Context: an optimization exercise on an open-source flow, tuned for small area. The choices shown serve that exercise and are no tape-out recipe. Only simulation tests tie the RTL to the original design; equivalence was not proved.

## recip_top
module recip_top(
  input clk,
  input [31:0] b,
  output reg [31:0] r
);
==> flow/config.mk <==
export PLATFORM = sky130hd
export DESIGN_NAME = recip_top
export DESIGN_NICKNAME = recip_top
export VERILOG_FILES = /design/flow/design.v
export SDC_FILE = /design/flow/constraint.sdc
export NUM_CORES = 8
export LEC_CHECK = 0
export ABC_AREA = 1
export CAP_MARGIN = 20
export CORE_MARGIN = 2
export CORE_UTILIZATION = 40
export CTS_BUF_LIST = sky130_fd_sc_hd__clkbuf_8
export GPL_TIMING_DRIVEN = 0
export SLEW_MARGIN = 20
export SYNTH_HIERARCHICAL = 1
export SYNTH_MINIMUM_KEEP_SIZE = 0
==> flow/constraint.sdc <==
create_clock -name core_clock -period 800.0 [get_ports {clk}]
set_input_delay 160.0000 -clock core_clock [delete_from_list [all_inputs] [get_ports {clk}]]
set_output_delay 160.0000 -clock core_clock [all_outputs]
set_load 0.01 [all_outputs]
standard.sh (not shown) runs the stock make flow with config.mk's settings and CLKGATE_MAP_FILE= SYNTH_SCRIPT=/design/flow/synth_recipe.tcl, a recipe that flattens the netlist after the stock synthesis.
==> flow/flow/run.sh <==
#!/bin/bash
# Layout flow: the standard flow (its own synthesis, unchanged), with two
# changes to the layout that keep the netlist's logic as synthesized:
#  - the port buffers are the smallest buffer, sky130_fd_sc_hd__buf_1;
#  - after repair_design (3_4_place_resized), buffers and inverters that
#    have drive to spare are downsized, keeping 30% margin on capacitance and
#    20% on slew, then repair_design runs again with 20% margins
#    (flow/downsize.tcl).
set -euo pipefail
W=$(pwd)
F=$W/flow
EXTRA="POST_RESIZE_TCL=$F/downsize.tcl \"BUFFER_PORTS_ARGS=-buffer_cell sky130_fd_sc_hd__buf_1\""
sed "s#\"\${@:-finish}\"#$EXTRA \"\${@:-finish}\"#" standard.sh > lay_standard.sh
if ! grep -q POST_RESIZE_TCL lay_standard.sh; then
  echo "could not add our settings: using the standard flow unchanged"
  cp standard.sh lay_standard.sh
fi
bash lay_standard.sh > layout.log 2>&1
Other scripts of this flow, unchanged in this note and not shown: flow/flow/downsize.tcl
The first run finished clean.
Edit:
- GPL_TIMING_DRIVEN: 0 -> not set
Result: The changed run went through all stages and came out clean. Fmax hardly moves. Die area does not change. Design area decreases by a few percent. First-iteration DRC count decreases by a few percent. Hold slack is worse by 0.054 ns.

* * *

recip_top, a different RTL version from the one above (not shown whole).
Size in the first run: ~64 flip-flops, about 65 I/O pins, about 48000 sq um of cells after synthesis.
## recip_top
module recip_top(
  input clk,
  input [31:0] b,
  output reg [31:0] r
);
export LEC_CHECK = 0
export ABC_AREA = 1
export CAP_MARGIN = 10
export CORE_MARGIN = 2
export CORE_UTILIZATION = 40
export CTS_BUF_LIST = sky130_fd_sc_hd__clkbuf_8
export SLEW_MARGIN = 10
export SYNTH_HIERARCHICAL = 1
export SYNTH_MINIMUM_KEEP_SIZE = 0
create_clock -name core_clock -period 800.0 [get_ports {clk}]
==> flow/flow/downsize.tcl <==
# Downsize the buffers and inverters that have drive to spare (most of them
# were inserted by repair_design): try the smaller drive strengths of the
# same cell, smallest first, and keep the first whose output net's
# capacitance stays within 70% of the cell's max_capacitance and that adds
# no max-slew or max-capacitance violation with the slew limit tightened to
# 80% of the library's.  Then repair_design with 20% margins gives drive
# back to any net that came too close to a limit.
set ds_limit {
  buf_1 0.130015 buf_2 0.315867 buf_4 0.561228 buf_6 0.785532
  inv_1 0.181284 inv_2 0.331431 inv_4 0.563059 inv_6 0.782786
  clkinv_1 0.19044 clkinv_2 0.395518 clkinv_4 0.782786
}
if { [catch {
  estimate_parasitics -placement
  set s0 [sta::max_slew_violation_count]
  set c0 [sta::max_capacitance_violation_count]
  puts "downsize: before, slew violations $s0, cap violations $c0"
  set_max_transition 1.2 [current_design]
  set s0 [sta::max_slew_violation_count]
  set scene [sta::cmd_scene]
  set n 0
  set tried 0
  foreach inst [get_cells *] {
    set m [get_property $inst ref_name]
    if { ![regexp {^sky130_fd_sc_hd__((buf|inv|clkinv)_([0-9]+))$} $m -> short k s] } { continue }
    if { ![dict exists $ds_limit $short] } { continue }
    set opin [expr { $k eq "buf" ? "X" : "Y" }]
    set pin [get_pins [get_name $inst]/$opin]
    set net [get_nets -of_objects $pin]
    if { $net eq "" } { continue }
    set cap [sta::Net_capacitance $net $scene max]
    incr tried
    foreach t {1 2 4 6} {
      if { $t >= $s } { break }
      set cand ${k}_$t
      if { ![dict exists $ds_limit $cand] } { continue }
      if { $cap > 0.7e-12 * [dict get $ds_limit $cand] } { continue }
      replace_cell $inst sky130_fd_sc_hd__$cand
      if { [sta::max_slew_violation_count] <= $s0 && [sta::max_capacitance_violation_count] <= $c0 } {
        incr n
        break
      } else {
        replace_cell $inst $m
      }
    }
  }
  set_max_transition 1.5 [current_design]
  puts "downsize: downsized $n of $tried"
  estimate_parasitics -placement
  repair_design -slew_margin 20 -cap_margin 20
  puts "downsize: after, slew violations [sta::max_slew_violation_count], cap violations [sta::max_capacitance_violation_count]"
} err] } {
  puts "downsize: stopped ($err)"
}
Scripts as last shown in full above: flow/flow/run.sh
The baseline completed with no timing, DRC or antenna violations.
Change:
Settings changed: CAP_MARGIN 10 to 20, SLEW_MARGIN 10 to 20.
Result: Worst setup slack got worse by 0.0030 ns. Hold slack stays flat. Design area is about the same. Die area does not change. Wire length stays flat. Cell count hardly moves. Non-clock buffer count went up by 1. Clock skew barely changes. Synthesized cell count stays the same.

[static timing again, ports no longer ideal]
The results above use ideal ports. As a check the final layouts listed here were re-extracted and re-timed, cells and wires unchanged. Step 1 assumes that a clkbuf_16 drives the clock port and a buf_2 every other input. Step 2 moves the port delays by t, midway between the first and last clock arrival at a register: inputs arrive t later, outputs are due t later. That takes back most of the time a late clock gives input paths. a / b / c = no drivers / after step 1 / after step 2; a / b = the first two.
run | t (ns) | slack for setup (ns) | cell pins on the clock port's net
the first run of note 1 | 0.380 | 639.117 / 639.098 / 639.478 | 1
the second run of note 1 | 0.374 | 639.153 / 639.132 / 639.507 | 1
the first run of note 2 | 0.355 | 639.178 / 639.159 / 639.515 | 1
the second run of note 2 | 0.358 | 639.175 / 639.156 / 639.515 | 1
After both steps every run listed still meets setup and hold.
